This design comes from an exercise in tuning for small area, a short achievable clock period and few clock cycles on the open sky130 flow, not from production work. At most, simulation tests tie the RTL to the original design; equivalence was not proved. For runs 2 to 6, only the layout was checked, not whether the RTL still works. Power figures rest on the tool's default switching activity, not on a simulated workload.

### flow/design.v
`timescale 1ns / 1ps
module iterative_divider (
    input  wire [16:0] t_in,
    input  wire        a_in,
    input  wire [15:0] v,
    input  wire        mask,       
    input  wire [6:0]  wx,
    input  wire [6:0]  wy,
    input  wire [16:0] accx_in,
    input  wire        satx_in,
    input  wire [15:0] accy_in,
    input  wire        saty_in,
    output wire [16:0] t_out,
    output wire [16:0] accx_out,
    output wire        satx_out,
    output wire [15:0] accy_out,
    output wire        saty_out
);
    wire [17:0] u  = {t_in, a_in};
    wire [18:0] v1 = {3'b0, v};
    wire [18:0] v2 = {2'b0, v, 1'b0};
    wire [18:0] e1 = {1'b0, u} - v1;
    wire [18:0] e2 = {1'b0, u} - v2;
    wire [18:0] na = ~v1;
    wire [18:0] nb = ~v2;
    wire [18:0] uu = {1'b0, u};
    wire [18:0] cs_s = uu ^ na ^ nb;
    wire [18:0] cs_c = {(uu[17:0] & na[17:0]) | (uu[17:0] & nb[17:0]) | (na[17:0] & nb[17:0]), 1'b0};
    wire [18:0] e3 = cs_s + cs_c + 19'd2;
    wire g1 = ~e1[18];
    wire g2 = ~e2[18];
    wire g3 = ~e3[18];
    wire s3 = g3;
    wire s2 = g2 & ~g3;
    wire s1 = g1 & ~g2;
    wire s0 = ~g1;
    wire [15:0] r = ({16{s3}} & e3[15:0]) | ({16{s2}} & e2[15:0]) |
                    ({16{s1}} & e1[15:0]) | ({16{s0}} & u[15:0]);
    assign t_out = {r, 1'b0};
    wire m = ~mask;
    horner4 #(.W(17)) hx (
        .acc(accx_in), .sat(satx_in), .w(wx),
        .s0(s0 | mask), .s1(s1 & m), .s2(s2 & m), .s3(s3 & m),
        .acc_out(accx_out), .sat_out(satx_out));
    horner4 #(.W(16)) hy (
        .acc(accy_in), .sat(saty_in), .w(wy),
        .s0(s0 | mask), .s1(s1 & m), .s2(s2 & m), .s3(s3 & m),
        .acc_out(accy_out), .sat_out(saty_out));
endmodule
module horner4 #(
    parameter W = 17
) (
    input  wire [W-1:0] acc,
    input  wire         sat,
    input  wire [6:0]   w,
    input  wire         s0, s1, s2, s3,
    output wire [W-1:0] acc_out,
    output wire         sat_out
);
    localparam H = W - 7;                     
    wire [8:0]   w1 = {2'b0, w};
    wire [8:0]   w2 = {1'b0, w, 1'b0};
    wire [8:0]   w3 = w1 + w2;
    wire [7:0]   l1 = {1'b0, acc[6:0]} + {3'b0, w1[8:2]};
    wire [7:0]   l2 = {1'b0, acc[6:0]} + {2'b0, w2[8:2]};
    wire [7:0]   l3 = {1'b0, acc[6:0]} + {1'b0, w3[8:2]};
    wire [H-1:0] hi  = acc[W-1:7];
    wire [H-1:0] hi1 = hi + 1'b1;
    wire top = |hi[H-1:H-2];
    wire all1 = &hi[H-3:0];
    wire [W-1:0] c0 = {hi[H-3:0], acc[6:0], 2'b00};
    wire [W-1:0] c1 = {l1[7] ? hi1[H-3:0] : hi[H-3:0], l1[6:0], w1[1:0]};
    wire [W-1:0] c2 = {l2[7] ? hi1[H-3:0] : hi[H-3:0], l2[6:0], w2[1:0]};
    wire [W-1:0] c3 = {l3[7] ? hi1[H-3:0] : hi[H-3:0], l3[6:0], w3[1:0]};
    assign acc_out = ({W{s0}} & c0) | ({W{s1}} & c1) | ({W{s2}} & c2) | ({W{s3}} & c3);
    assign sat_out = sat | top | (all1 & ((s1 & l1[7]) | (s2 & l2[7]) | (s3 & l3[7])));
endmodule
`timescale 1ns / 1ps
module physics_engine #(
    parameter SCREEN_WIDTH = 320,
    parameter SCREEN_HEIGHT = 240
    ) (
    input  wire        clk,
    input  wire        resetn,
    input  wire        fire,
    input  wire [15:0] axi_Z_dist,
    input  wire [15:0] axi_arrow_vel,
    input  wire [7:0]  wind_x_in,
    input  wire [7:0]  wind_y_in,
    input  wire [8:0]  aim_x,
    input  wire [7:0]  aim_y,
    output wire        result_valid,
    output reg [8:0]   land_x,
    output reg [7:0]   land_y
);
    function [19:0] norm16;      
        input [15:0] x;
        reg   [15:0] y;
        reg   [3:0]  n;
        begin
            y = x; n = 4'd0;
            if (y[15:8] == 8'd0) begin y = {y[7:0], 8'd0};  n[3] = 1'b1; end
            if (y[15:12] == 4'd0) begin y = {y[11:0], 4'd0}; n[2] = 1'b1; end
            if (y[15:14] == 2'd0) begin y = {y[13:0], 2'd0}; n[1] = 1'b1; end
            if (y[15] == 1'b0)    begin y = {y[14:0], 1'b0}; n[0] = 1'b1; end
            norm16 = {n, y};
        end
    endfunction
    function [4:0] bitlen;
        input [16:0] x;
        integer i;
        begin
            bitlen = 5'd0;
            for (i = 0; i < 17; i = i + 1)
                if (x[i]) bitlen = i + 1;
        end
    endfunction
    wire [19:0] nz = norm16(axi_Z_dist);
    wire [19:0] nv = norm16(axi_arrow_vel);
    wire [5:0]  s  = 6'd8 + {2'b0, nv[19:16]} - {2'b0, nz[19:16]};
    wire        zero_q = ~nv[15] | ~nz[15] | s[5];
    reg         busy;        
    reg         fin;         
    reg  [3:0]  cnt;         
    reg  [16:0] t;
    reg         a;
    reg  [14:0] vn;          
    reg  [6:0]  wxm, wym;
    reg         wxn, wyn;
    reg  [8:0]  ax;
    reg  [7:0]  ay;
    reg  [16:0] accx;
    reg  [15:0] accy;
    reg         satx, saty;
    wire [16:0] t_nx;
    wire [16:0] accx_nx;
    wire [15:0] accy_nx;
    wire        satx_nx, saty_nx;
    iterative_divider core (
        .t_in(t), .a_in(a), .v({1'b1, vn}), .mask(cnt[3]), .wx(wxm), .wy(wym),
        .accx_in(accx), .satx_in(satx), .accy_in(accy), .saty_in(saty),
        .t_out(t_nx), .accx_out(accx_nx), .satx_out(satx_nx),
        .accy_out(accy_nx), .saty_out(saty_nx));
    wire [8:0] tx_in = wind_x_in[7] ? aim_x : SCREEN_WIDTH - aim_x;
    wire [8:0] ty_in = wind_y_in[7] ? {1'b0, aim_y} : SCREEN_HEIGHT - {1'b0, aim_y};
    wire d0x_in = (wind_x_in[6:0] == 7'd0) |
                  (wind_x_in[7] ? (aim_x == 9'd0) : (aim_x >= SCREEN_WIDTH));
    wire d0y_in = (wind_y_in[6:0] == 7'd0) |
                  (wind_y_in[7] ? (aim_y == 8'd0) : ({1'b0, aim_y} >= SCREEN_HEIGHT));
    reg  [3:0] jx, jy;
    reg        d0x, d0y;
    always @(posedge clk) begin
        if (fire) begin
            jx  <= bitlen({8'd0, tx_in}) ;
            jy  <= bitlen({8'd0, ty_in}) ;
            d0x <= d0x_in;
            d0y <= d0y_in;
        end
    end
    wire [5:0] fx = {2'b0, jx} + 6'd22 - {1'b0, cnt, 1'b0};
    wire [5:0] fy = {2'b0, jy} + 6'd22 - {1'b0, cnt, 1'b0};
    reg  [16:0] mkx;
    reg  [15:0] mky;
    integer i;
    always @* begin
        for (i = 0; i < 17; i = i + 1) mkx[i] = (fx <= i + 16);
        for (i = 0; i < 16; i = i + 1) mky[i] = (fy <= i + 16);
    end
    wire big_x = satx | (|(accx & mkx));
    wire big_y = saty | (|(accy & mky));
    wire det_x = d0x | big_x;
    wire det_y = d0y | big_y;
    reg  done;
    always @(posedge clk) begin
        if (!resetn)
            done <= 1'b0;
        else if (fire)
            done <= d0x_in & d0y_in;
        else
            done <= busy & ~done & det_x & det_y;
    end
    assign result_valid = fin | (busy & done);
    wire [10:0] qx = wxn ? {2'b0, ax} - {2'b0, accx[16:8]} : {2'b0, ax} + {2'b0, accx[16:8]};
    wire [9:0]  qy = wyn ? {2'b0, ay} - {2'b0, accy[15:8]} : {2'b0, ay} + {2'b0, accy[15:8]};
    wire x_lo = wxn & (satx | qx[10]);
    wire x_hi = ~x_lo & ((~wxn & satx) | qx >= SCREEN_WIDTH);
    wire y_lo = wyn & (saty | qy[9]);
    wire y_hi = ~y_lo & ((~wyn & saty) | qy >= SCREEN_HEIGHT);
    always @* begin
        land_x = x_lo ? 9'd0 : x_hi ? SCREEN_WIDTH - 1 : qx[8:0];
        land_y = y_lo ? 8'd0 : y_hi ? SCREEN_HEIGHT - 1 : qy[7:0];
    end
    always @(posedge clk) begin
        if (!resetn) begin
            busy <= 1'b0;
            fin  <= 1'b0;
        end else if (fire) begin
            busy <= ~zero_q;
            fin  <= zero_q;
        end else begin
            busy <= busy & ~done & (cnt != 4'd0);
            fin  <= busy & ~done & (cnt == 4'd0);
        end
    end
    always @(posedge clk) begin
        if (fire) begin
            vn   <= nv[14:0];
            wxm  <= wind_x_in[6:0];
            wym  <= wind_y_in[6:0];
            wxn  <= wind_x_in[7];
            wyn  <= wind_y_in[7];
            ax   <= aim_x;
            ay   <= aim_y;
        end
    end
    always @(posedge clk) begin
        if (fire) begin
            t    <= s[0] ? {1'b0, nz[15:0]} : {2'b0, nz[15:1]};
            a    <= ~s[0] & nz[0];
            cnt  <= s[4:1];
            accx <= 17'd0;
            accy <= 16'd0;
            satx <= 1'b0;
            saty <= 1'b0;
        end else begin
            t    <= t_nx;
            a    <= 1'b0;
            cnt  <= cnt - 4'd1;
            accx <= accx_nx;
            accy <= accy_nx;
            satx <= satx_nx | big_x;
            saty <= saty_nx | big_y;
        end
    end
endmodule
### flow/run.sh
#!/bin/bash
# synth_recipe.tcl (not shown) runs the flow's synth.tcl, then flattens the netlist and writes it again
# the make line also repeats each setting of config.mk as NAME=value (left out here)
make -C /OpenROAD-flow-scripts/flow DESIGN_CONFIG=/design/flow/config.mk WORK_HOME=/design/flow/orfs CLKGATE_MAP_FILE= SYNTH_SCRIPT=/design/flow/synth_recipe.tcl finish
### flow/config.mk
export PLATFORM = sky130hd
export DESIGN_NAME = physics_engine
export DESIGN_NICKNAME = physics_engine
export VERILOG_FILES = /design/flow/design.v
export SDC_FILE = /design/flow/constraint.sdc
export NUM_CORES = 4
export LEC_CHECK = 0
export ABC_AREA = 1
export CAP_MARGIN = 20
export CORE_MARGIN = 2
export CORE_UTILIZATION = 40
export PLACE_DENSITY = 0.7
export SETUP_SLACK_MARGIN = 1.5
export SLEW_MARGIN = 20
### flow/constraint.sdc
create_clock -name core_clock -period 6.0 [get_ports {clk}]
set_input_delay 1.2000 -clock core_clock [delete_from_list [all_inputs] [get_ports {clk}]]
set_output_delay 1.2000 -clock core_clock [all_outputs]
set_load 0.01 [all_outputs]
==> flow_metrics.env, run 1 <==
export IMPL_status="finished clean"
export IMPL_track_usage=0.213
export IMPL_endpoint="busy"
export IMPL_dieArea_mm2=0.0384
export IMPL_power_leakage_nw=8.60
export IMPL_place_congestion=0.942
export IMPL_fin_worst_skew_ps=9.83
export IMPL_seq_area_frac_synth=0.199
export IMPL_drc=0
export IMPL_rrSetupSlack_ps=1830
export IMPL_htree_num_levels=4
export IMPL_startpoint="axi_Z_dist[13]"
export IMPL_ir_drop_v=0.000284
export IMPL_p_clk_frac=0.131
export IMPL_syn_area_mm2=0.0148
export IMPL_yosys_warnings=1
export IMPL_grt_overflow=0
export IMPL_finalCritPeriodShare=0.708
export IMPL_hold_violations=0
export IMPL_viasPerCell=5.27
export IMPL_cpPeakStageDelay_ps=410
export IMPL_layout_commonest_cell="nand2_1"
export IMPL_cts_sinks=118
export IMPL_p_switching_mw=4.23
export IMPL_cp_end_kind="register"
export IMPL_fmax_mhz=235
export IMPL_ys_ff_latch=118
export IMPL_syn_num_nets=2507
export IMPL_port_buffers=85
export IMPL_drt_iter0_drc=1092
export IMPL_r2r_end="accy[9]"
export IMPL_r2r_cells=24
export IMPL_yosysUniqueCellTypes=59
export IMPL_cpLargestDelayFamily="simple AND/OR/NAND/NOR gates"
export IMPL_multi_input_area_mm2=0.0103
export IMPL_p_comb_frac=0.705
export IMPL_initial_core_util=0.405
export IMPL_rsz0062_at_grt="no"
export IMPL_first_pass_iters=6
export IMPL_grt_pass1_wl_um=67100
export IMPL_hold_start="cnt[0]"
export IMPL_crit_type="input port to register"
export IMPL_fin_crit_ps=4250
export IMPL_hpwl_um=32400
export IMPL_insertion_delay_ps=440
export IMPL_drv_cap=0
export IMPL_seq_area_mm2=0.00296
export IMPL_drive_gt1_frac=0.0707
export IMPL_numCtsBuffers=17
export IMPL_rr_startpoint="vn[2]"
export IMPL_cp_required_ps=6320
export IMPL_final_cell_mix="nand2_1, inv_1, nand3_1"
export IMPL_slew_violations=0
export IMPL_avgSynthCellArea_um2=6.63
export IMPL_row_count=70
export IMPL_cp_cell_sequence="clkdlybuf4s50_1, inv_2, nand4_1, nor2_4, inv_4, o21ai_4, nor2_4, nand2_4, o21bai_2, nor2_4, inv_2, ha_1, ha_1, fa_1, nand2_1, nand3_1, nand3_1, nand2_1, nand2_1, nor2_1"
export IMPL_vias=14800
export IMPL_syn_to_final_growth_pct=14.6
export IMPL_n_fill_cell=3732
export IMPL_first_global_vias=14100
export IMPL_wl_per_cell_um=14.5
export IMPL_cts_buffer_depth=2
export IMPL_slew_headroom=0.315
export IMPL_swShare=0.522
export IMPL_fp_dieW_um=196
export IMPL_crit_path_max_fanout=22
export IMPL_ioPinCount=86
export IMPL_synth_cells=2226
export IMPL_core_area_mm2=0.0364
export IMPL_tightest_slew_ps=1030
export IMPL_setup_tns_final_ps=0
export IMPL_synthArstFlopShare=0
export IMPL_hold_class="register to register"
export IMPL_cpMaxStageDelayCell="clkdlybuf4s50_1"
export IMPL_antenna_found_initial=0
export IMPL_cp_num_cells=20
export IMPL_arrival_ps=4570
export IMPL_ant_nets=0
export IMPL_diodes=0
export IMPL_tritoncts="done"
export IMPL_p_int_mw=3.88
export IMPL_grt_max_degree=75
export IMPL_ctsHoldBuffers=0
export IMPL_ys_flop_type="dfxtp_1"
export IMPL_synth_edf_count=58
export IMPL_critPathBufInv=4
export IMPL_seqPwrFrac=0.164
export IMPL_post_route_util=0.464
export IMPL_setup_viol=0
export IMPL_start_kind="input port"
export IMPL_power_density_mw_per_mm2=479
export IMPL_nets=2601
export IMPL_finalWirelength_um=40600
export IMPL_die_y_um=196
export IMPL_clkTransAtPathRegs_ps=50
export IMPL_cts_root_buf="clkbuf_16"
how the worst min path moves through the flow:
| stage | to | slack (ps) | cells past startpoint |
|---|---|---|---|
| finish | cnt[0] | 580 | 1 |
| detailed placement | cnt[0] | 570 | 1 |
| floorplan | cnt[0] | 470 | 1 |
| CTS | cnt[0] | 580 | 1 |
| global route | cnt[0] | 630 | 1 |
| global placement | fin | 570 | 3 |
sequential cells by signal (all words and copies together) (netlist names), 7 cells and up:
name and count:
accy 16, accx 17, vn 15, ax 9, wym 7, wxm 7, t 17, ay 8
through the flow:
step	setup WS, ps	area, µm²	hold slack, ps	total power, mW	cells
after global routing	1460	16900	626	8.92	2801
after floorplan	2230	14800	475	5.36	2226
final	1750	16900	577	8.11	2801
after global placement	1110	16000	571	6.65	2745
after detailed placement	926	16000	566	6.76	2745
after CTS	1560	16700	585	7.85	2780
layout make-up:
class	count	area share
Multi-Input combinational cell	1694	0.607
Sequential cell	118	0.175
Clock inverter	7	0.00289
Tap cell	468	0.0346
Inverter	376	0.0840
Timing Repair Buffer	113	0.0625
Clock buffer	25	0.0338
metal layers:
layer	up-vias	global-route usage	part of all wire	wire length, µm
met4	0	0.0713	0.025	1030
met3	81	0.0291	0.055	2220
met1	6755	0.278	0.46	18700
met5	-	0	0	0
met2	429	0.360	0.46	18700
li1	7507	-	-	-
power groups by stage:
stage	sequential (mW)	clock (mW)	combinational, mW
final	1.33	1.06	5.71
after global routing	1.36	1.11	6.46
after floorplan	1.21	0	4.15
after detailed placement	1.34	0	5.42
after global placement	1.33	0	5.31
after CTS	1.32	1.08	5.44
cells in the mapped netlist (23+ instances only):
library cell    n  area share
nand4_1        40       0.017
ha_1          181        0.15
o21ai_0        98       0.033
edfxtp_1       58        0.12
dfxtp_1        60       0.081
nor2_1        159       0.040
nand2_1       556        0.14
xor2_1         47       0.028
nand3_1       233       0.079
a21oi_1       130       0.044
or2_2          23      0.0098
fa_1           32       0.043
inv_1         357       0.091
kinds of logic after synthesis:
| logic type | share of synthesized area |
|---|---|
| simple gates | 0.314 |
| buf+inv | 0.110 |
| compound gates | 0.137 |
| fa+ha+maj | 0.197 |
| flops | 0.199 |
| xor+xnor | 0.0386 |
| mux | 0.00407 |
repair_timing:
action	in CTS	in global routing
endpoints found under the hold margin	0	0
setup endpoints to repair	32	65
buffers inserted	3	21
resized for setup	30	30
pin swaps	2	8
Testbench counts, summed over its fixed seeds: cycles 8,553.
==> run 2: changes to the inputs <==
--- a/flow/design.v
+++ b/flow/design.v
@@ -118,7 +118,10 @@
     wire [19:0] nz = norm16(axi_Z_dist);
     wire [19:0] nv = norm16(axi_arrow_vel);
     wire [5:0]  s  = 6'd8 + {2'b0, nv[19:16]} - {2'b0, nz[19:16]};
-    wire        zero_q = ~nv[15] | ~nz[15] | s[5];
+    wire [5:0]  s2 = 6'd6 + {2'b0, nv[19:16]} - {2'b0, nz[19:16]};
+    wire        lt = nz[14:12] < nv[14:12];
+    wire        skip = ~s[0] & lt;
+    wire        zero_q = ~nv[15] | ~nz[15] | s[5] | (skip & s2[5]);
     reg         busy;        
     reg         fin;         
     reg  [3:0]  cnt;         
@@ -215,9 +218,9 @@
     end
     always @(posedge clk) begin
         if (fire) begin
-            t    <= s[0] ? {1'b0, nz[15:0]} : {2'b0, nz[15:1]};
-            a    <= ~s[0] & nz[0];
-            cnt  <= s[4:1];
+            t    <= skip ? {nz[15:0], 1'b0} : s[0] ? {1'b0, nz[15:0]} : {2'b0, nz[15:1]};
+            a    <= ~s[0] & ~lt & nz[0];
+            cnt  <= skip ? s2[4:1] : s[4:1];
             accx <= 17'd0;
             accy <= 16'd0;
             satx <= 1'b0;
--- a/flow/config.mk
+++ b/flow/config.mk
@@ -5,10 +5,9 @@
 export SDC_FILE = /design/flow/constraint.sdc
 export NUM_CORES = 4
 export LEC_CHECK = 0
-export ABC_AREA = 1
+export ABC_CLOCK_PERIOD_IN_PS = 3500
 export CAP_MARGIN = 20
 export CORE_MARGIN = 2
 export CORE_UTILIZATION = 40
-export PLACE_DENSITY = 0.7
 export SETUP_SLACK_MARGIN = 1.5
 export SLEW_MARGIN = 20
==> flow_metrics.env, run 2 <==
export IMPL_synthArstFlopShare=0
export IMPL_ys_flop_type="dfxtp_1"
export IMPL_power_mw=8.37
export IMPL_nets=2211
export IMPL_viasPerCell=5.86
export IMPL_arrival_ps=3380
export IMPL_vias=14000
export IMPL_cp_cell_sequence="ha_4, nor2b_2, o21ai_2, a21boi_2, o21a_1, o21a_1, or3_4, a2111oi_4, nand4_1, buf_4, a31oi_1, buf_2"
export IMPL_grt_max_degree=69
export IMPL_wl_met2_um=20200
export IMPL_antenna_found_initial=0
export IMPL_cpMostUsedCell="o21a_1"
export IMPL_insertion_delay_ps=440
export IMPL_yosysTopAreaCell="ha_1"
export IMPL_numCtsBuffers=17
export IMPL_synth_top_area_share=0.162
export IMPL_wl_per_cell_um=18.0
export IMPL_syn_num_nets=2086
export IMPL_seq_area_frac_synth=0.201
export IMPL_syn_to_final_growth_pct=18.7
export IMPL_avgSynthCellArea_um2=8.14
export IMPL_fmax_mhz=218
export IMPL_drv_cap=0
export IMPL_finalWirelength_um=43100
export IMPL_cp_end_kind="output port"
export IMPL_place_ws_ps=538
export IMPL_dp_cells=2300
export IMPL_hold_class="register to register"
export IMPL_synth_commonest_cells="ha_1, inv_1, nor2_1"
export IMPL_port_buffers=85
export IMPL_crit_path_max_fanout=4
export IMPL_power_leakage_nw=7.57
export IMPL_initial_core_util=0.409
export IMPL_top_layer="met4"
export IMPL_final_cell_mix="ha_1, inv_1, nor2_1"
export IMPL_setup_tns_final_ps=0
export IMPL_row_count=69
export IMPL_yosysUniqueCellTypes=85
export IMPL_seq_area_mm2=0.00296
export IMPL_drive_gt1_frac=0.113
export IMPL_setup_viol=0
export IMPL_cts_root_buf="clkbuf_16"
export IMPL_status="finished clean"
export IMPL_track_usage=0.219
export IMPL_cts_buffer_depth=2
export IMPL_fin_crit_ps=4580
export IMPL_layout_commonest_cell="ha_1"
export IMPL_hold_violations=0
export IMPL_drt_iter0_drc=1053
export IMPL_yosysMostFrequentCell="ha_1"
export IMPL_first_global_vias=13100
export IMPL_cp_required_ps=4800
export IMPL_fin_worst_skew_ps=9.09
export IMPL_fp_dieW_um=195
export IMPL_synthTopCellsByArea="ha_1, edfxtp_1, dfxtp_1"
export IMPL_ant_nets=0
export IMPL_ys_ff_latch=118
export IMPL_crit_type="register to output port"
export IMPL_slew_violations=0
export IMPL_dr_wl_met3_um=1770
export IMPL_ioPinCount=86
export IMPL_power_density_mw_per_mm2=483
export IMPL_multi_input_area_mm2=0.0111
export IMPL_n_fill_cell=3511
export IMPL_grt_overflow=0
export IMPL_core_area_mm2=0.0357
export IMPL_tritoncts="done"
export IMPL_synth_cells=1795
export IMPL_critPathBufInv=2
export IMPL_start_kind="register"
export IMPL_cpLargestDelayFamily="compound AO/OA/AOI/OAI gates"
export IMPL_htree_num_levels=4
export IMPL_wl_met1_um=20200
export IMPL_first_pass_iters=5
export IMPL_yosys_warnings=1
export IMPL_finalCritPeriodShare=0.763
export IMPL_diodes=0
export IMPL_worst_slack_ps=1420
export IMPL_instances_no_fill=2394
export IMPL_grt_pass1_wl_um=68400
export IMPL_rsz0062_at_grt="yes"
export IMPL_synth_edf_count=58
export IMPL_cpMaxStageDelayCell="edfxtp_1"
export IMPL_cts_sinks=118
export IMPL_dieArea_mm2=0.0381
export IMPL_syn_area_mm2=0.0146
export IMPL_ctsHoldBuffers=0
export IMPL_reg_top3="accx x17, t x17, accy x16"
export IMPL_slew_headroom=0.384
export IMPL_cpPeakStageDelay_ps=450
export IMPL_clkTransAtPathRegs_ps=50
export IMPL_ir_drop_v=0.000326
export IMPL_drc=0
export IMPL_place_congestion=0.901
export IMPL_die_y_um=195
export IMPL_hpwl_um=32300
export IMPL_tightest_slew_ps=923
[run 2: cell count changes after synthesis, moves of 37 or more]
cell | previous run | this run
a21o_1 | 8 | 51
xnor2_1 | 18 | 57
inv_1 | 357 | 181
nor2b_1 | 0 | 37
nand2_1 | 556 | 91
nand3_1 | 233 | 33
[run 2: path summary, 6_finish.rpt]
| path | start | end | slack (ps) | cells past startpoint |
|---|---|---|---|---|
| worst min register to register | accx[10] | accx[12] | 520 | 2 |
| worst max-delay path | ay[1] | land_y[2] | 1420 | 12 |
| worst max register to register | t[1] | accy[11] | 1770 | 16 |
| worst min-delay path | accx[10] | accx[12] | 520 | 2 |
[run 2: tightest hold or removal path, cell delays in order (launching register included)]
cell and delay, ps:
dfxtp_2 350, nand2_1 60, o21ai_0 60
[run 2: cells by family (layout without fill, tap and decap cells)]
| group | after synthesis | in the layout | share of synthesized area |
|---|---|---|---|
| simple gates | 483 | 483 | 0.165 |
| xor+xnor | 90 | 90 | 0.0540 |
| fa+ha+maj | 224 | 224 | 0.209 |
| compound gates | 600 | 602 | 0.275 |
| flops | 118 | 118 | 0.201 |
| buf+inv | 238 | 374 | 0.0632 |
| mux | 42 | 42 | 0.0319 |
[run 2: cell type report]
class | count | share of cell area
Clock buffer | 25 | 0.0304
Clock inverter | 7 | 0.00498
Inverter | 182 | 0.0398
Multi-Input combinational cell | 1441 | 0.640
Sequential cell | 118 | 0.171
Tap cell | 461 | 0.0333
Timing Repair Buffer | 160 | 0.0811
[run 2: routing by layer]
metal / vias up / global-route usage
met5: - / 0
met4: 0 / 0.0588
met1: 6741 / 0.292
li1: 6875 / -
met2: 362 / 0.371
met3: 56 / 0.0320
[run 2: timing repair]
item | CTS | global route
pin swaps | 25 | 37
hold endpoints to repair | 0 | 0
gates resized for setup | 85 | 79
setup endpoints to repair | 67 | 57
cloned | 0 | 2
buffers inserted | 36 | 24
[run 2: power by group]
part	switching, mW	internal [mW]
registers	0.298	1.04
logic	3.44	2.53
clock network	0.377	0.691
total	4.11	4.26
[run 2: stage by stage]
stage           util  area (µm²)  hold WS (ps)
6_report       0.485       17300           518
5_1_grt        0.485       17300           531
4_1_cts        0.475       17000           518
3_5_place_dp   0.445       15900           517
3_3_place_gp   0.445       15900           511
2_1_floorplan      -       14600           468
==> run 3: changes to the inputs <==
--- a/flow/design.v
+++ b/flow/design.v
@@ -14,7 +14,10 @@
     output wire [16:0] accx_out,
     output wire        satx_out,
     output wire [15:0] accy_out,
-    output wire        saty_out
+    output wire        saty_out,
+    output wire        acc_any,    
+    output wire [16:0] accx_lo1,   
+    output wire [15:0] accy_lo1    
 );
     wire [17:0] u  = {t_in, a_in};
     wire [18:0] v1 = {3'b0, v};
@@ -38,14 +41,15 @@
                     ({16{s1}} & e1[15:0]) | ({16{s0}} & u[15:0]);
     assign t_out = {r, 1'b0};
     wire m = ~mask;
+    assign acc_any = g1 & m;
     horner4 #(.W(17)) hx (
         .acc(accx_in), .sat(satx_in), .w(wx),
         .s0(s0 | mask), .s1(s1 & m), .s2(s2 & m), .s3(s3 & m),
-        .acc_out(accx_out), .sat_out(satx_out));
+        .acc_out(accx_out), .sat_out(satx_out), .c1_out(accx_lo1));
     horner4 #(.W(16)) hy (
         .acc(accy_in), .sat(saty_in), .w(wy),
         .s0(s0 | mask), .s1(s1 & m), .s2(s2 & m), .s3(s3 & m),
-        .acc_out(accy_out), .sat_out(saty_out));
+        .acc_out(accy_out), .sat_out(saty_out), .c1_out(accy_lo1));
 endmodule
 module horner4 #(
     parameter W = 17
@@ -55,7 +59,8 @@
     input  wire [6:0]   w,
     input  wire         s0, s1, s2, s3,
     output wire [W-1:0] acc_out,
-    output wire         sat_out
+    output wire         sat_out,
+    output wire [W-1:0] c1_out
 );
     localparam H = W - 7;                     
     wire [8:0]   w1 = {2'b0, w};
@@ -72,6 +77,7 @@
     wire [W-1:0] c1 = {l1[7] ? hi1[H-3:0] : hi[H-3:0], l1[6:0], w1[1:0]};
     wire [W-1:0] c2 = {l2[7] ? hi1[H-3:0] : hi[H-3:0], l2[6:0], w2[1:0]};
     wire [W-1:0] c3 = {l3[7] ? hi1[H-3:0] : hi[H-3:0], l3[6:0], w3[1:0]};
+    assign c1_out = c1;
     assign acc_out = ({W{s0}} & c0) | ({W{s1}} & c1) | ({W{s2}} & c2) | ({W{s3}} & c3);
     assign sat_out = sat | top | (all1 & ((s1 & l1[7]) | (s2 & l2[7]) | (s3 & l3[7])));
 endmodule
@@ -139,11 +145,15 @@
     wire [16:0] accx_nx;
     wire [15:0] accy_nx;
     wire        satx_nx, saty_nx;
+    wire        acc_any;
+    wire [16:0] accx_lo1;
+    wire [15:0] accy_lo1;
     iterative_divider core (
         .t_in(t), .a_in(a), .v({1'b1, vn}), .mask(cnt[3]), .wx(wxm), .wy(wym),
         .accx_in(accx), .satx_in(satx), .accy_in(accy), .saty_in(saty),
         .t_out(t_nx), .accx_out(accx_nx), .satx_out(satx_nx),
-        .accy_out(accy_nx), .saty_out(saty_nx));
+        .accy_out(accy_nx), .saty_out(saty_nx),
+        .acc_any(acc_any), .accx_lo1(accx_lo1), .accy_lo1(accy_lo1));
     wire [8:0] tx_in = wind_x_in[7] ? aim_x : SCREEN_WIDTH - aim_x;
     wire [8:0] ty_in = wind_y_in[7] ? {1'b0, aim_y} : SCREEN_HEIGHT - {1'b0, aim_y};
     wire d0x_in = (wind_x_in[6:0] == 7'd0) |
@@ -160,8 +170,8 @@
             d0y <= d0y_in;
         end
     end
-    wire [5:0] fx = {2'b0, jx} + 6'd22 - {1'b0, cnt, 1'b0};
-    wire [5:0] fy = {2'b0, jy} + 6'd22 - {1'b0, cnt, 1'b0};
+    wire [5:0] fx = {2'b0, jx} + 6'd24 - {1'b0, cnt, 1'b0};
+    wire [5:0] fy = {2'b0, jy} + 6'd24 - {1'b0, cnt, 1'b0};
     reg  [16:0] mkx;
     reg  [15:0] mky;
     integer i;
@@ -169,8 +179,10 @@
         for (i = 0; i < 17; i = i + 1) mkx[i] = (fx <= i + 16);
         for (i = 0; i < 16; i = i + 1) mky[i] = (fy <= i + 16);
     end
-    wire big_x = satx | (|(accx & mkx));
-    wire big_y = saty | (|(accy & mky));
+    wire [16:0] lbx = acc_any ? accx_lo1 : {accx[14:0], 2'b00};
+    wire [15:0] lby = acc_any ? accy_lo1 : {accy[13:0], 2'b00};
+    wire big_x = satx_nx | (|(lbx & mkx));
+    wire big_y = saty_nx | (|(lby & mky));
     wire det_x = d0x | big_x;
     wire det_y = d0y | big_y;
     reg  done;
@@ -231,8 +243,8 @@
             cnt  <= cnt - 4'd1;
             accx <= accx_nx;
             accy <= accy_nx;
-            satx <= satx_nx | big_x;
-            saty <= saty_nx | big_y;
+            satx <= big_x;
+            saty <= big_y;
         end
     end
 endmodule
==> flow_metrics.env, run 3 <==
export IMPL_first_global_vias=13200
export IMPL_swShare=0.513
export IMPL_vias=14200
export IMPL_port_buffers=85
export IMPL_drv_cap=0
export IMPL_fp_dieW_um=198
export IMPL_slew_headroom=0.353
export IMPL_synth_cells=1872
export IMPL_place_congestion=0.949
export IMPL_synthTopCellsByArea="ha_1, edfxtp_1, dfxtp_1"
export IMPL_final_cell_mix="ha_1, inv_1, a21oi_1"
export IMPL_tritoncts="done"
export IMPL_hold_class="register to register"
export IMPL_core_area_mm2=0.0368
export IMPL_start_kind="register"
export IMPL_setup_tns_final_ps=0
export IMPL_power_mw=8.56
export IMPL_layout_commonest_cell="ha_1"
export IMPL_top_layer="met4"
export IMPL_p_clk_frac=0.118
export IMPL_yosysUniqueCellTypes=93
export IMPL_ys_ff_latch=118
export IMPL_power_leakage_nw=7.65
export IMPL_drt_iter0_drc=1124
export IMPL_ir_drop_v=0.000326
export IMPL_syn_area_mm2=0.0150
export IMPL_status="finished clean"
export IMPL_arrival_ps=3380
export IMPL_crit_path_max_fanout=3
export IMPL_synth_edf_count=58
export IMPL_cts_buffer_depth=2
export IMPL_synthArstFlopShare=0
export IMPL_avgSynthCellArea_um2=8.03
export IMPL_fin_crit_ps=4580
export IMPL_finalWirelength_um=45400
export IMPL_cp_required_ps=4800
export IMPL_p_switching_mw=4.40
export IMPL_wl_per_cell_um=18.5
export IMPL_fin_worst_skew_ps=12.6
export IMPL_p_comb_frac=0.728
export IMPL_die_y_um=198
export IMPL_grt_pass1_wl_um=71400
export IMPL_htree_num_levels=4
export IMPL_wl_met1_um=22000
export IMPL_syn_num_nets=2163
export IMPL_numCtsBuffers=17
export IMPL_n_fill_cell=3594
export IMPL_ys_flop_type="dfxtp_1"
export IMPL_wl_met2_um=20600
export IMPL_hold_worst_slack_ps=487
export IMPL_seqPwrFrac=0.153
export IMPL_hpwl_um=35200
export IMPL_tightest_slew_ps=961
export IMPL_reg_top3="accx x17, t x17, accy x16"
export IMPL_diodes=0
export IMPL_clkTransAtPathRegs_ps=60
export IMPL_syn_to_final_growth_pct=16.6
export IMPL_row_count=70
export IMPL_synth_commonest_cells="ha_1, inv_1, a21oi_1"
export IMPL_cts_sinks=118
export IMPL_first_pass_iters=5
export IMPL_power_density_mw_per_mm2=488
export IMPL_rsz0062_at_grt="yes"
export IMPL_slew_violations=0
export IMPL_dr_wl_met3_um=2300
export IMPL_p_int_mw=4.17
export IMPL_fmax_mhz=218
export IMPL_viasPerCell=5.80
export IMPL_setup_viol=0
export IMPL_drive_gt1_frac=0.116
export IMPL_ctsHoldBuffers=0
export IMPL_finalCritPeriodShare=0.764
export IMPL_initial_core_util=0.409
export IMPL_cts_root_buf="clkbuf_16"
export IMPL_synth_top_area_share=0.157
export IMPL_yosysTopAreaCell="ha_1"
export IMPL_grt_overflow=0
export IMPL_cp_end_kind="output port"
export IMPL_seq_area_frac_synth=0.196
export IMPL_dieArea_mm2=0.0391
export IMPL_drc=0
export IMPL_crit_type="register to output port"
export IMPL_antenna_found_initial=0
export IMPL_ioPinCount=86
export IMPL_rrSetupSlack_ps=1610
export IMPL_hold_violations=0
export IMPL_track_usage=0.228
export IMPL_grt_max_degree=85
export IMPL_yosysMostFrequentCell="ha_1"
export IMPL_nets=2260
export IMPL_yosys_warnings=1
export IMPL_insertion_delay_ps=440
export IMPL_ant_nets=0
-- run 3: cell families after synthesis --
| family | after synthesis | share of synthesized area |
|---|---|---|
| buffers and inverters | 246 | 0.0634 |
| adder cells (fa/ha/maj) | 223 | 0.203 |
| XOR/XNOR | 107 | 0.0624 |
| flip-flops | 118 | 0.196 |
| AND/OR/NAND/NOR | 517 | 0.170 |
| AO/OA/AOI/OAI | 612 | 0.271 |
| multiplexers | 49 | 0.0346 |
-- run 3: metrics by stage --
step | util | std cells | cell area (µm²) | worst slack (ps)
after CTS | 0.467 | 2437 | 17200 | 1390
final | 0.476 | 2450 | 17500 | 1420
after detailed placement | 0.445 | 2388 | 16400 | 574
after floorplan | - | 1872 | 15000 | 1560
after global placement | 0.445 | 2388 | 16400 | 689
after global routing | 0.476 | 2450 | 17500 | 1270
-- run 3: power groups by stage --
| stage | sequential [mW] | combinational, mW | clock, mW |
|---|---|---|---|
| floorplan | 1.19 | 4.29 | 0 |
| global placement | 1.32 | 5.80 | 0 |
| finish | 1.31 | 6.24 | 1.01 |
| CTS | 1.30 | 5.99 | 1.03 |
| global route | 1.33 | 6.84 | 1.06 |
| detailed placement | 1.32 | 5.84 | 0 |
-- run 3: repair_timing --
action,4_1_cts,5_1_grt
pin swaps,22,25
endpoints found under the setup margin,57,60
buffers inserted,17,13
resized for setup,94,75
-- run 3: per-layer routing --
metal | track usage | vias to the layer above
met1 | 0.332 | 6740
met3 | 0.0232 | 35
met2 | 0.366 | 395
li1 | - | 7045
met4 | 0.0457 | 0
met5 | 0 | -
-- run 3: path summary, 6_finish.rpt --
kind / start / endpoint / cells past startpoint
setup reg to reg: vn[1] / accx[16] / 17
setup / recovery: ax[0] / land_x[4] / 16
hold reg to reg: cnt[0] / cnt[0] / 1
hold / removal: cnt[0] / cnt[0] / 1
-- run 3: layout make-up --
class	instances	area [µm²]	share of cell area
Clock buffer	19	443	0.0253
Clock inverter	13	121	0.00692
Inverter	188	711	0.0405
Multi-Input combinational cell	1508	11500	0.655
Sequential cell	118	2960	0.169
Tap cell	468	586	0.0334
Timing Repair Buffer	136	1230	0.0703
-- run 3: critical path: stages (launching register included) --
cell and delay (ps):
edfxtp_1 430, inv_1 90, ha_2 190, inv_2 40, fa_2 330, a21o_1 160
a21o_1 160, a21o_1 160, a21o_1 160, a21oi_1 130, a21oi_1 90, a221oi_2 260
xnor2_2 190, a31oi_4 140, buf_6 140, a21oi_1 120, buf_2 140
==> run 4: changes to the inputs <==
--- a/flow/design.v
+++ b/flow/design.v
@@ -124,10 +124,7 @@
     wire [19:0] nz = norm16(axi_Z_dist);
     wire [19:0] nv = norm16(axi_arrow_vel);
     wire [5:0]  s  = 6'd8 + {2'b0, nv[19:16]} - {2'b0, nz[19:16]};
-    wire [5:0]  s2 = 6'd6 + {2'b0, nv[19:16]} - {2'b0, nz[19:16]};
-    wire        lt = nz[14:12] < nv[14:12];
-    wire        skip = ~s[0] & lt;
-    wire        zero_q = ~nv[15] | ~nz[15] | s[5] | (skip & s2[5]);
+    wire        zero_q = ~nv[15] | ~nz[15] | s[5];
     reg         busy;        
     reg         fin;         
     reg  [3:0]  cnt;         
@@ -230,9 +227,9 @@
     end
     always @(posedge clk) begin
         if (fire) begin
-            t    <= skip ? {nz[15:0], 1'b0} : s[0] ? {1'b0, nz[15:0]} : {2'b0, nz[15:1]};
-            a    <= ~s[0] & ~lt & nz[0];
-            cnt  <= skip ? s2[4:1] : s[4:1];
+            t    <= s[0] ? {1'b0, nz[15:0]} : {2'b0, nz[15:1]};
+            a    <= ~s[0] & nz[0];
+            cnt  <= s[4:1];
             accx <= 17'd0;
             accy <= 16'd0;
             satx <= 1'b0;
==> flow_metrics.env, run 4 <==
export IMPL_finalWirelength_um=43300
export IMPL_diodes=0
export IMPL_power_leakage_nw=7.30
export IMPL_synth_edf_count=58
export IMPL_post_route_util=0.479
export IMPL_grt_overflow=0
export IMPL_cp_cell_sequence="inv_2, ha_4, inv_2, fa_2, a21o_1, a21o_1, a21o_1, a21o_1, a31o_2, a222oi_1, xnor2_1, o21ai_1, o21a_1, buf_6, a21oi_2, buf_2"
export IMPL_finalCritPeriodShare=0.794
export IMPL_core_area_mm2=0.0355
export IMPL_synthTopCellsByArea="ha_1, edfxtp_1, dfxtp_1"
export IMPL_insertion_delay_ps=430
export IMPL_viasPerCell=5.83
export IMPL_drv_cap=0
export IMPL_cts_root_buf="clkbuf_16"
export IMPL_track_usage=0.227
export IMPL_tritoncts="done"
export IMPL_dieArea_mm2=0.0375
export IMPL_fp_dieW_um=194
export IMPL_synth_cells=1785
export IMPL_final_cell_mix="ha_1, a21oi_1, inv_1"
export IMPL_antenna_found_initial=0
export IMPL_syn_to_final_growth_pct=18.2
export IMPL_avgSynthCellArea_um2=8.06
export IMPL_place_congestion=0.934
export IMPL_synth_commonest_cells="a21oi_1, ha_1, inv_1"
export IMPL_drt_iter0_drc=1024
export IMPL_swShare=0.502
export IMPL_drive_gt1_frac=0.115
export IMPL_grt_pass1_wl_um=70200
export IMPL_min_path_cells=1
export IMPL_status="finished clean"
export IMPL_seq_area_frac_synth=0.205
export IMPL_vias=13900
export IMPL_first_global_vias=13600
export IMPL_rsz0062_at_grt="yes"
export IMPL_grt_max_degree=43
export IMPL_cpMaxStageDelayCell="edfxtp_1"
export IMPL_port_buffers=85
export IMPL_p_comb_frac=0.712
export IMPL_die_y_um=194
export IMPL_cp_end_kind="output port"
export IMPL_reg_top3="accx x17, t x17, accy x16"
export IMPL_cts_sinks=118
export IMPL_rrSetupSlack_ps=1720
export IMPL_ys_flop_type="dfxtp_1"
export IMPL_row_count=69
export IMPL_htree_num_levels=4
export IMPL_fin_crit_ps=4760
export IMPL_synth_top_area_share=0.157
export IMPL_r2r_cells=18
export IMPL_hold_class="register to register"
export IMPL_initial_core_util=0.405
export IMPL_cpMostUsedCell="a21o_1"
export IMPL_fmax_mhz=210
export IMPL_yosys_warnings=1
export IMPL_ant_nets=0
export IMPL_seqPwrFrac=0.155
export IMPL_layout_commonest_cell="ha_1"
export IMPL_ir_drop_v=0.000248
export IMPL_syn_area_mm2=0.0144
export IMPL_clkTransAtPathRegs_ps=60
export IMPL_start_kind="register"
export IMPL_ys_ff_latch=118
export IMPL_crit_path_max_fanout=3
export IMPL_crit_type="register to output port"
export IMPL_cts_buffer_depth=2
export IMPL_cp_required_ps=4800
export IMPL_p_int_mw=4.16
export IMPL_tightest_slew_ps=1140
export IMPL_p_switching_mw=4.19
export IMPL_syn_num_nets=2066
export IMPL_setup_tns_final_ps=0
export IMPL_nets=2188
export IMPL_yosysTopAreaCell="ha_1"
export IMPL_ioPinCount=86
export IMPL_dp_cells=2307
export IMPL_yosysUniqueCellTypes=92
export IMPL_yosysMostFrequentCell="a21oi_1"
export IMPL_numCtsBuffers=17
export IMPL_fin_worst_skew_ps=14.1
export IMPL_slew_headroom=0.231
export IMPL_hpwl_um=33300
export IMPL_hold_worst_slack_ps=542
export IMPL_drc=0
export IMPL_instances_no_fill=2381
export IMPL_slew_violations=0
export IMPL_arrival_ps=3560
export IMPL_p_clk_frac=0.132
export IMPL_power_density_mw_per_mm2=491
export IMPL_cpPeakStageDelay_ps=400
export IMPL_first_pass_iters=6
export IMPL_wl_per_cell_um=18.2
export IMPL_synthArstFlopShare=0
export IMPL_setup_viol=0
export IMPL_hold_violations=0
export IMPL_power_mw=8.35
-- run 4: cells by family (layout without fill, tap and decap cells) --
kind of cell / count (synthesis) / count (layout) / synth area share
AO/OA/AOI/OAI: 599 / 599 / 0.272
XOR/XNOR: 103 / 103 / 0.0627
adder cells (fa/ha/maj): 213 / 213 / 0.202
buffers and inverters: 212 / 347 / 0.0604
flip-flops: 118 / 118 / 0.205
multiplexers: 48 / 48 / 0.0349
AND/OR/NAND/NOR: 492 / 492 / 0.164
-- run 4: per-stage QoR --
| step | instance area (µm²) | worst slack, ps |
|---|---|---|
| finish | 17000 | 1240 |
| global route | 17000 | 1140 |
| CTS | 16700 | 1190 |
| detailed placement | 15700 | 719 |
| global placement | 15700 | 805 |
| floorplan | 14400 | 1540 |
-- run 4: area by class of cell --
class / instances / area (µm²)
inverter: 166 / 627
timing repair buffer: 149 / 1330
tap: 461 / 577
fill: 3436 / 18500
multi-input combinational: 1455 / 10900
clock inverter: 15 / 193
sequential: 118 / 2950
clock buffer: 17 / 425
-- run 4: what timing repair did --
action / in CTS / in global routing
buffers inserted: 22 / 20
setup endpoints to repair: 74 / 51
gates resized for setup: 89 / 61
pin swaps: 22 / 30
hold buffers: 0 / 0
-- run 4: worst max-delay path, delay by kind of cell, from the launching register on --
family          cells  cell delay [ps]
compound gates      9             1670
xor+xnor            1              180
fa+ha+maj           2              480
buf+inv             4              400
flops               1              400
-- run 4: path summary, 6_finish.rpt --
kind / start / end
max: ax[0] / land_x[3]
min reg2reg: accy[10] / accy[12]
max reg2reg: vn[1] / accx[11]
min: accy[10] / accy[12]
-- run 4: layer usage --
layer,wire length [µm],global-route usage,up-vias
met5,0,0,-
met4,1070,0.0687,0
met3,2260,0.0271,75
met2,20400,0.379,427
met1,19600,0.306,6599
li1,-,-,6789
-- run 4: power groups by stage --
stage | clock network, mW | registers, mW | logic, mW
after CTS | 1.11 | 1.29 | 5.75
after global placement | 0 | 1.30 | 5.49
after detailed placement | 0 | 1.30 | 5.56
after global routing | 1.15 | 1.32 | 6.59
final | 1.11 | 1.30 | 5.95
after floorplan | 0 | 1.18 | 4.08
==> run 5: changes to the inputs <==
--- a/flow/design.v
+++ b/flow/design.v
@@ -14,10 +14,7 @@
     output wire [16:0] accx_out,
     output wire        satx_out,
     output wire [15:0] accy_out,
-    output wire        saty_out,
-    output wire        acc_any,    
-    output wire [16:0] accx_lo1,   
-    output wire [15:0] accy_lo1    
+    output wire        saty_out
 );
     wire [17:0] u  = {t_in, a_in};
     wire [18:0] v1 = {3'b0, v};
@@ -41,15 +38,14 @@
                     ({16{s1}} & e1[15:0]) | ({16{s0}} & u[15:0]);
     assign t_out = {r, 1'b0};
     wire m = ~mask;
-    assign acc_any = g1 & m;
     horner4 #(.W(17)) hx (
         .acc(accx_in), .sat(satx_in), .w(wx),
         .s0(s0 | mask), .s1(s1 & m), .s2(s2 & m), .s3(s3 & m),
-        .acc_out(accx_out), .sat_out(satx_out), .c1_out(accx_lo1));
+        .acc_out(accx_out), .sat_out(satx_out));
     horner4 #(.W(16)) hy (
         .acc(accy_in), .sat(saty_in), .w(wy),
         .s0(s0 | mask), .s1(s1 & m), .s2(s2 & m), .s3(s3 & m),
-        .acc_out(accy_out), .sat_out(saty_out), .c1_out(accy_lo1));
+        .acc_out(accy_out), .sat_out(saty_out));
 endmodule
 module horner4 #(
     parameter W = 17
@@ -59,8 +55,7 @@
     input  wire [6:0]   w,
     input  wire         s0, s1, s2, s3,
     output wire [W-1:0] acc_out,
-    output wire         sat_out,
-    output wire [W-1:0] c1_out
+    output wire         sat_out
 );
     localparam H = W - 7;                     
     wire [8:0]   w1 = {2'b0, w};
@@ -77,7 +72,6 @@
     wire [W-1:0] c1 = {l1[7] ? hi1[H-3:0] : hi[H-3:0], l1[6:0], w1[1:0]};
     wire [W-1:0] c2 = {l2[7] ? hi1[H-3:0] : hi[H-3:0], l2[6:0], w2[1:0]};
     wire [W-1:0] c3 = {l3[7] ? hi1[H-3:0] : hi[H-3:0], l3[6:0], w3[1:0]};
-    assign c1_out = c1;
     assign acc_out = ({W{s0}} & c0) | ({W{s1}} & c1) | ({W{s2}} & c2) | ({W{s3}} & c3);
     assign sat_out = sat | top | (all1 & ((s1 & l1[7]) | (s2 & l2[7]) | (s3 & l3[7])));
 endmodule
@@ -123,8 +117,12 @@
     endfunction
     wire [19:0] nz = norm16(axi_Z_dist);
     wire [19:0] nv = norm16(axi_arrow_vel);
-    wire [5:0]  s  = 6'd8 + {2'b0, nv[19:16]} - {2'b0, nz[19:16]};
-    wire        zero_q = ~nv[15] | ~nz[15] | s[5];
+    wire        s_odd = nv[16] ^ nz[16];
+    wire        b0 = ~nv[16] & nz[16];
+    wire [4:0]  h0 = 5'd4 + {2'b0, nv[19:17]} - {2'b0, nz[19:17]};
+    wire [4:0]  h1 = 5'd3 + {2'b0, nv[19:17]} - {2'b0, nz[19:17]};
+    wire [4:0]  sh = b0 ? h1 : h0;       
+    wire        zero_q = ~nv[15] | ~nz[15] | sh[4];
     reg         busy;        
     reg         fin;         
     reg  [3:0]  cnt;         
@@ -142,15 +140,11 @@
     wire [16:0] accx_nx;
     wire [15:0] accy_nx;
     wire        satx_nx, saty_nx;
-    wire        acc_any;
-    wire [16:0] accx_lo1;
-    wire [15:0] accy_lo1;
     iterative_divider core (
         .t_in(t), .a_in(a), .v({1'b1, vn}), .mask(cnt[3]), .wx(wxm), .wy(wym),
         .accx_in(accx), .satx_in(satx), .accy_in(accy), .saty_in(saty),
         .t_out(t_nx), .accx_out(accx_nx), .satx_out(satx_nx),
-        .accy_out(accy_nx), .saty_out(saty_nx),
-        .acc_any(acc_any), .accx_lo1(accx_lo1), .accy_lo1(accy_lo1));
+        .accy_out(accy_nx), .saty_out(saty_nx));
     wire [8:0] tx_in = wind_x_in[7] ? aim_x : SCREEN_WIDTH - aim_x;
     wire [8:0] ty_in = wind_y_in[7] ? {1'b0, aim_y} : SCREEN_HEIGHT - {1'b0, aim_y};
     wire d0x_in = (wind_x_in[6:0] == 7'd0) |
@@ -167,8 +161,8 @@
             d0y <= d0y_in;
         end
     end
-    wire [5:0] fx = {2'b0, jx} + 6'd24 - {1'b0, cnt, 1'b0};
-    wire [5:0] fy = {2'b0, jy} + 6'd24 - {1'b0, cnt, 1'b0};
+    wire [5:0] fx = {2'b0, jx} + 6'd22 - {1'b0, cnt, 1'b0};
+    wire [5:0] fy = {2'b0, jy} + 6'd22 - {1'b0, cnt, 1'b0};
     reg  [16:0] mkx;
     reg  [15:0] mky;
     integer i;
@@ -176,10 +170,8 @@
         for (i = 0; i < 17; i = i + 1) mkx[i] = (fx <= i + 16);
         for (i = 0; i < 16; i = i + 1) mky[i] = (fy <= i + 16);
     end
-    wire [16:0] lbx = acc_any ? accx_lo1 : {accx[14:0], 2'b00};
-    wire [15:0] lby = acc_any ? accy_lo1 : {accy[13:0], 2'b00};
-    wire big_x = satx_nx | (|(lbx & mkx));
-    wire big_y = saty_nx | (|(lby & mky));
+    wire big_x = satx | (|(accx & mkx));
+    wire big_y = saty | (|(accy & mky));
     wire det_x = d0x | big_x;
     wire det_y = d0y | big_y;
     reg  done;
@@ -227,9 +219,9 @@
     end
     always @(posedge clk) begin
         if (fire) begin
-            t    <= s[0] ? {1'b0, nz[15:0]} : {2'b0, nz[15:1]};
-            a    <= ~s[0] & nz[0];
-            cnt  <= s[4:1];
+            t    <= s_odd ? {1'b0, nz[15:0]} : {2'b0, nz[15:1]};
+            a    <= ~s_odd & nz[0];
+            cnt  <= sh[3:0];
             accx <= 17'd0;
             accy <= 16'd0;
             satx <= 1'b0;
@@ -240,8 +232,8 @@
             cnt  <= cnt - 4'd1;
             accx <= accx_nx;
             accy <= accy_nx;
-            satx <= big_x;
-            saty <= big_y;
+            satx <= satx_nx | big_x;
+            saty <= saty_nx | big_y;
         end
     end
 endmodule
--- a/flow/config.mk
+++ b/flow/config.mk
@@ -9,5 +9,6 @@
 export CAP_MARGIN = 20
 export CORE_MARGIN = 2
 export CORE_UTILIZATION = 40
+export PLACE_DENSITY = 0.7
 export SETUP_SLACK_MARGIN = 1.5
 export SLEW_MARGIN = 20
==> flow_metrics.env, run 5 <==
export IMPL_status="finished clean"
export IMPL_ys_ff_latch=118
export IMPL_yosysUniqueCellTypes=89
export IMPL_tightest_slew_ps=991
export IMPL_yosysMostFrequentCell="ha_1"
export IMPL_cp_required_ps=4800
export IMPL_tritoncts="done"
export IMPL_setup_viol=0
export IMPL_setup_tns_final_ps=0
export IMPL_cts_root_buf="clkbuf_16"
export IMPL_grt_pass1_wl_um=62000
export IMPL_arrival_ps=3300
export IMPL_hold_violations=0
export IMPL_slew_violations=0
export IMPL_syn_num_nets=1945
export IMPL_crit_path_max_fanout=3
export IMPL_r2r_end="accx[14]"
export IMPL_initial_core_util=0.403
export IMPL_synth_commonest_cells="ha_1, a21oi_1, inv_1"
export IMPL_min_path_cells=1
export IMPL_yosys_area_share_simple=0.158
export IMPL_power_density_mw_per_mm2=476
export IMPL_synthTopCellsByArea="ha_1, edfxtp_1, dfxtp_1"
export IMPL_cts_sinks=118
export IMPL_cts_buffer_depth=2
export IMPL_ys_flop_type="dfxtp_1"
export IMPL_drt_iter0_drc=972
export IMPL_vias=12700
export IMPL_seq_area_frac_synth=0.213
export IMPL_drc=0
export IMPL_ioPinCount=86
export IMPL_port_buffers=85
export IMPL_rrSetupSlack_ps=1690
export IMPL_synth_edf_count=58
export IMPL_cp_end_kind="output port"
export IMPL_wl_per_cell_um=17.2
export IMPL_synth_compound_area_share=0.252
export IMPL_seq_area_mm2=0.00295
export IMPL_hold_path_end="accx[12]"
export IMPL_synth_top_family_by_area="compound AO/OA/AOI/OAI gates"
export IMPL_rsz0062_at_grt="yes"
export IMPL_syn_to_final_growth_pct=15.4
export IMPL_diodes=0
export IMPL_grt_max_degree=64
export IMPL_core_area_mm2=0.0343
export IMPL_finalCritPeriodShare=0.749
export IMPL_finalWirelength_um=38200
export IMPL_final_cell_mix="ha_1, a21oi_1, inv_1"
export IMPL_drv_cap=0
export IMPL_yosysTopAreaCell="ha_1"
export IMPL_fmax_mhz=222
export IMPL_r2r_cells=16
export IMPL_avgSynthCellArea_um2=8.32
export IMPL_antenna_found_initial=0
export IMPL_post_route_util=0.465
export IMPL_yosys_warnings=1
export IMPL_htree_num_levels=4
export IMPL_rr_startpoint="t[1]"
export IMPL_first_pass_iters=8
export IMPL_slew_headroom=0.339
export IMPL_clkTransAtPathRegs_ps=60
export IMPL_synthArstFlopShare=0
export IMPL_multi_input_area_mm2=0.0102
export IMPL_ant_nets=0
export IMPL_numCtsBuffers=17
export IMPL_reg_top3="accx x17, t x17, accy x16"
export IMPL_place_congestion=0.895
export IMPL_layout_commonest_cell="ha_1"
export IMPL_hold_start="accx[10]"
export IMPL_place_ws_ps=853
export IMPL_ir_drop_v=0.000285
export IMPL_nets=2029
export IMPL_hpwl_um=29400
export IMPL_synth_top_area_share=0.165
export IMPL_n_fill_cell=3293
export IMPL_grt_overflow=0
export IMPL_worst_slack_ps=1500
export IMPL_synth_adder_area_share=0.212
export IMPL_syn_area_mm2=0.0138
export IMPL_row_count=68
export IMPL_power_leakage_nw=6.80
export IMPL_power_mw=7.59
export IMPL_dieArea_mm2=0.0361
export IMPL_fin_worst_skew_ps=11.2
export IMPL_hold_worst_slack_ps=528
export IMPL_viasPerCell=5.75
export IMPL_yosys_area_share_xor_xnor=0.0621
export IMPL_fin_crit_ps=4500
export IMPL_hold_class="register to register"
export IMPL_drive_gt1_frac=0.0745
export IMPL_crit_type="register to output port"
export IMPL_die_y_um=190
export IMPL_insertion_delay_ps=430
export IMPL_track_usage=0.210
export IMPL_synth_cells=1662
export IMPL_fp_dieW_um=190
export IMPL_synth_mux_area_frac=0.0443
export IMPL_start_kind="register"
export IMPL_first_global_vias=12300
## run 5: cell count changes in the layout (fill, tap and decap cells not counted), sizes merged, moves of 8 or more
cell,before,now
o22ai,16,8
a21o,52,40
mux2i,40,50
nor3,50,37
nand2,122,92
nor2,155,118
a21oi,185,169
buf,77,29
nor2b,22,35
a211oi,20,11
a31oi,21,35
o21a,16,25
dlygate4sd2,0,10
o21ai,118,97
## run 5: worst max path at each step
| stage | end | slack, ps | start | cells past startpoint |
|---|---|---|---|---|
| finish | land_y[4] | 1500 | ay[0] | 15 |
| global placement | busy | 960 | axi_arrow_vel[12] | 13 |
| floorplan | t[9] | 1600 | axi_arrow_vel[12] | 12 |
| CTS | land_x[0] | 1380 | ax[0] | 14 |
| detailed placement | busy | 850 | axi_arrow_vel[13] | 13 |
| global route | land_y[4] | 1350 | ay[0] | 15 |
## run 5: what timing repair did
action	in CTS	in global routing
gates resized for setup	40	29
hold buffers	0	0
setup buffers	7	7
setup endpoints to repair	36	36
pin swaps	9	13
hold endpoints to repair	0	0
## run 5: layout make-up
class,count,area share
flip-flops and latches,118,0.185
inverters,161,0.0380
clock buffers,18,0.0269
well taps,455,0.0357
repair buffers,112,0.0637
multi-input cells,1336,0.640
clock inverters,14,0.0111
## run 5: stage by stage
stage	cells	instance area (µm²)
2_1_floorplan	1662	13800
3_3_place_gp	2168	15100
3_5_place_dp	2168	15100
4_1_cts	2207	15900
5_1_grt	2214	16000
6_report	2214	16000
## run 5: routing by layer
metal  GRT usage  routed length [µm]
met1       0.288               17400
met2       0.348               17900
met3      0.0262                2200
met4      0.0561                 580
met5           0                   0
## run 5: cell families (layout without fill, tap and decap cells)
| logic type | count (synthesis) | in the layout |
|---|---|---|
| xor+xnor | 98 | 98 |
| fa+ha+maj | 215 | 215 |
| buf+inv | 208 | 305 |
| mux | 59 | 59 |
| simple gates | 430 | 430 |
| compound gates | 534 | 534 |
| flops | 118 | 118 |
## run 5: report_power, final
group | switching [mW] | leakage [nW] | internal (mW)
registers | 0.256 | 1.07 | 1.03
clock network | 0.413 | 0.295 | 0.657
logic | 3.04 | 5.44 | 2.20
## run 5: critical path, cell delays in order, from the launching register on
cell and delay, ps:
edfxtp_1 390, inv_1 70, ha_1 130, inv_1 60, fa_2 330, a21o_1 170
a21o_1 170, a21o_1 190, a21oi_2 180, nor2b_1 70, o21ai_1 180, a31oi_2 150
nor2_2 190, buf_4 140, and4b_1 170, dlygate4sd2_1 280
==> run 6: changes to the inputs <==
--- a/flow/design.v
+++ b/flow/design.v
@@ -117,12 +117,8 @@
     endfunction
     wire [19:0] nz = norm16(axi_Z_dist);
     wire [19:0] nv = norm16(axi_arrow_vel);
-    wire        s_odd = nv[16] ^ nz[16];
-    wire        b0 = ~nv[16] & nz[16];
-    wire [4:0]  h0 = 5'd4 + {2'b0, nv[19:17]} - {2'b0, nz[19:17]};
-    wire [4:0]  h1 = 5'd3 + {2'b0, nv[19:17]} - {2'b0, nz[19:17]};
-    wire [4:0]  sh = b0 ? h1 : h0;       
-    wire        zero_q = ~nv[15] | ~nz[15] | sh[4];
+    wire [5:0]  s  = 6'd8 + {2'b0, nv[19:16]} - {2'b0, nz[19:16]};
+    wire        zero_q = ~nv[15] | ~nz[15] | s[5];
     reg         busy;        
     reg         fin;         
     reg  [3:0]  cnt;         
@@ -145,22 +141,30 @@
         .accx_in(accx), .satx_in(satx), .accy_in(accy), .saty_in(saty),
         .t_out(t_nx), .accx_out(accx_nx), .satx_out(satx_nx),
         .accy_out(accy_nx), .saty_out(saty_nx));
-    wire [8:0] tx_in = wind_x_in[7] ? aim_x : SCREEN_WIDTH - aim_x;
-    wire [8:0] ty_in = wind_y_in[7] ? {1'b0, aim_y} : SCREEN_HEIGHT - {1'b0, aim_y};
-    wire d0x_in = (wind_x_in[6:0] == 7'd0) |
-                  (wind_x_in[7] ? (aim_x == 9'd0) : (aim_x >= SCREEN_WIDTH));
-    wire d0y_in = (wind_y_in[6:0] == 7'd0) |
-                  (wind_y_in[7] ? (aim_y == 8'd0) : ({1'b0, aim_y} >= SCREEN_HEIGHT));
-    reg  [3:0] jx, jy;
-    reg        d0x, d0y;
-    always @(posedge clk) begin
-        if (fire) begin
-            jx  <= bitlen({8'd0, tx_in}) ;
-            jy  <= bitlen({8'd0, ty_in}) ;
-            d0x <= d0x_in;
-            d0y <= d0y_in;
-        end
-    end
+    function [3:0] jpos_x;       
+        input [8:0] a;
+        begin
+            jpos_x = (a <= 9'd64)  ? 4'd9 : (a <= 9'd192) ? 4'd8 :
+                     (a <= 9'd256) ? 4'd7 : (a <= 9'd288) ? 4'd6 :
+                     (a <= 9'd304) ? 4'd5 : (a <= 9'd312) ? 4'd4 :
+                     (a <= 9'd316) ? 4'd3 : (a <= 9'd318) ? 4'd2 : 4'd1;
+        end
+    endfunction
+    function [3:0] jpos_y;       
+        input [7:0] a;
+        begin
+            jpos_y = (a <= 8'd112) ? 4'd8 : (a <= 8'd176) ? 4'd7 :
+                     (a <= 8'd208) ? 4'd6 : (a <= 8'd224) ? 4'd5 :
+                     (a <= 8'd232) ? 4'd4 : (a <= 8'd236) ? 4'd3 :
+                     (a <= 8'd238) ? 4'd2 : 4'd1;
+        end
+    endfunction
+    wire [3:0] jx = wxn ? bitlen({8'd0, ax}) : jpos_x(ax);
+    wire [3:0] jy = wyn ? bitlen({9'd0, ay}) : jpos_y(ay);
+    wire d0x = (wxm == 7'd0);
+    wire d0y = (wym == 7'd0);
+    wire d0x_in = (wind_x_in[6:0] == 7'd0);
+    wire d0y_in = (wind_y_in[6:0] == 7'd0);
     wire [5:0] fx = {2'b0, jx} + 6'd22 - {1'b0, cnt, 1'b0};
     wire [5:0] fy = {2'b0, jy} + 6'd22 - {1'b0, cnt, 1'b0};
     reg  [16:0] mkx;
@@ -184,8 +188,8 @@
             done <= busy & ~done & det_x & det_y;
     end
     assign result_valid = fin | (busy & done);
-    wire [10:0] qx = wxn ? {2'b0, ax} - {2'b0, accx[16:8]} : {2'b0, ax} + {2'b0, accx[16:8]};
-    wire [9:0]  qy = wyn ? {2'b0, ay} - {2'b0, accy[15:8]} : {2'b0, ay} + {2'b0, accy[15:8]};
+    wire [10:0] qx = {2'b0, ax} + ({2'b0, accx[16:8]} ^ {11{wxn}}) + {10'd0, wxn};
+    wire [9:0]  qy = {2'b0, ay} + ({2'b0, accy[15:8]} ^ {10{wyn}}) + {9'd0, wyn};
     wire x_lo = wxn & (satx | qx[10]);
     wire x_hi = ~x_lo & ((~wxn & satx) | qx >= SCREEN_WIDTH);
     wire y_lo = wyn & (saty | qy[9]);
@@ -219,9 +223,9 @@
     end
     always @(posedge clk) begin
         if (fire) begin
-            t    <= s_odd ? {1'b0, nz[15:0]} : {2'b0, nz[15:1]};
-            a    <= ~s_odd & nz[0];
-            cnt  <= sh[3:0];
+            t    <= s[0] ? {1'b0, nz[15:0]} : {2'b0, nz[15:1]};
+            a    <= ~s[0] & nz[0];
+            cnt  <= s[4:1];
             accx <= 17'd0;
             accy <= 16'd0;
             satx <= 1'b0;
--- a/flow/config.mk
+++ b/flow/config.mk
@@ -9,6 +9,5 @@
 export CAP_MARGIN = 20
 export CORE_MARGIN = 2
 export CORE_UTILIZATION = 40
-export PLACE_DENSITY = 0.7
 export SETUP_SLACK_MARGIN = 1.5
 export SLEW_MARGIN = 20
==> flow_metrics.env, run 6 <==
export IMPL_nets=2013
export IMPL_hpwl_um=29300
export IMPL_initial_core_util=0.403
export IMPL_cp_required_ps=4800
export IMPL_numCtsBuffers=9
export IMPL_drv_cap=0
export IMPL_synth_adder_area_share=0.199
export IMPL_ioPinCount=86
export IMPL_place_congestion=0.934
export IMPL_place_ws_ps=676
export IMPL_avgSynthCellArea_um2=8.23
export IMPL_power_leakage_nw=6.71
export IMPL_n_fill_cell=3256
export IMPL_crit_type="register to output port"
export IMPL_rsz0062_at_grt="yes"
export IMPL_slew_headroom=0.387
export IMPL_hold_class="register to register"
export IMPL_multi_input_area_mm2=0.0106
export IMPL_worst_slack_ps=1370
export IMPL_endpoint="land_x[3]"
export IMPL_power_density_mw_per_mm2=482
export IMPL_synthTopCellsByArea="ha_1, edfxtp_1, dfxtp_1"
export IMPL_antenna_found_initial=0
export IMPL_power_mw=7.70
export IMPL_cts_sinks=108
export IMPL_synthArstFlopShare=0
export IMPL_cts_root_buf="clkbuf_16"
export IMPL_grt_overflow=0
export IMPL_r2r_end="accy[15]"
export IMPL_ant_nets=0
export IMPL_synth_top_family_by_area="compound AO/OA/AOI/OAI gates"
export IMPL_vias=13100
export IMPL_synth_commonest_cells="ha_1, a21oi_1, nor2_1"
export IMPL_insertion_delay_ps=380
export IMPL_grt_max_degree=74
export IMPL_arrival_ps=3430
export IMPL_syn_area_mm2=0.0135
export IMPL_rrSetupSlack_ps=1640
export IMPL_status="finished clean"
export IMPL_core_area_mm2=0.0334
export IMPL_viasPerCell=5.97
export IMPL_yosysTopAreaCell="ha_1"
export IMPL_seq_area_mm2=0.00265
export IMPL_fp_dieW_um=187
export IMPL_slew_violations=0
export IMPL_yosys_warnings=1
export IMPL_seq_area_frac_synth=0.196
export IMPL_rr_startpoint="vn[0]"
export IMPL_final_cell_mix="ha_1, a21oi_1, nor2_1"
-- run 6: cell types whose count changed after synthesis, moves of 9 or more --
cell      delta
edfxtp_1    -10
ha_1        -16
a211oi_1    +12
mux2i_1     -19
a21oi_1     -34
nor2b_1     -12
nand2_1     +19
buf_2        +9
xor2_1      +12
inv_1       -49
o21ai_0     +10
-- run 6: cell type report --
cell class / instances / area share
tap: 448 / 0.0351
timing repair buffer: 159 / 0.0868
clock buffer: 10 / 0.0143
sequential: 108 / 0.166
clock inverter: 6 / 0.00431
timing repair inverter: 1 / 0.000470
inverter: 109 / 0.0264
multi-input combinational: 1361 / 0.667
-- run 6: where the power goes --
group | total, mW | internal, mW | switching (mW)
clock network | 0.653 | 0.330 | 0.323
logic | 5.81 | 2.42 | 3.39
registers | 1.24 | 0.942 | 0.295
total | 7.70 | 3.70 | 4.00
-- run 6: worst min path at each step --
stage	cells past startpoint	slack [ps]	endpoint
2_1_floorplan	1	490	cnt[0]
3_3_place_gp	1	530	accy[0]
3_5_place_dp	1	540	accy[0]
4_1_cts	2	550	accx[9]
5_1_grt	1	600	accx[0]
6_report	1	560	accy[0]
-- run 6: logic make-up (layout without fill, tap and decap cells) --
logic type / count (synthesis) / in the layout
compound gates: 566 / 566
xor+xnor: 107 / 107
buf+inv: 167 / 285
mux: 44 / 44
flops: 108 / 108
fa+ha+maj: 196 / 196
simple gates: 447 / 448
-- run 6: metrics by stage --
stage | instance area (µm²) | instances
after floorplan | 13500 | 1635
after CTS | 15500 | 2170
after global routing | 16000 | 2202
after detailed placement | 14700 | 2126
final | 16000 | 2202
after global placement | 14700 | 2126
-- run 6: repair_timing --
item                                    in CTS  in global routing
hold buffers                                 0                  0
endpoints found under the setup margin      67                 53
pin swaps                                   13                 37
setup buffers                               28                 30
gates cloned                                 0                  2
gates resized for setup                     73                100
-- run 6: metal layers --
layer  vias up  track usage  wire length (µm)
met1      6236        0.322             19500
met2       469        0.339             17300
met5         -            0                 0
met3        66       0.0308              2560
met4         0       0.0633               752
li1       6369            -                 -
-- run 6: critical path, stage by stage, from the launching register on --
cell       delay, ps
edfxtp_1         500
buf_6            170
xor2_2           150
fa_2             400
a21o_1           180
a21oi_2          170
o21bai_2          80
buf_4            150
a2111oi_4        420
o31ai_2          130
a21oi_4          170
o21ai_2           70
buf_6            150
o21a_1           180
clkbuf_2         130

## static timing again, ports no longer ideal
The results above use ideal ports. As a check the final layouts listed here were re-extracted and re-timed, cells and wires unchanged. Step 1 sets driving cells, clkbuf_16 on the clock port and buf_2 on the other inputs (assumed; they add their load-dependent delay and slew). Step 2 also shifts input and output timing later by t, the mid clock arrival at the registers, as if the neighbouring blocks saw the same clock. Three values: ideal ports, drivers, drivers and shift; two values: the first two.
run | shift t [ns] | slack for setup (ns)
run 1 | 0.482 | 1.749 / 1.699 / 1.290
run 2 | 0.484 | 1.419 / 1.367 / 1.105
run 3 | 0.485 | 1.418 / 1.362 / 1.235
run 4 | 0.473 | 1.236 / 1.187 / 1.194
run 5 | 0.470 | 1.505 / 1.459 / 1.247
run 6 | 0.428 | 1.371 / 1.319 / 1.277
After both steps setup and hold are still met in every run listed.
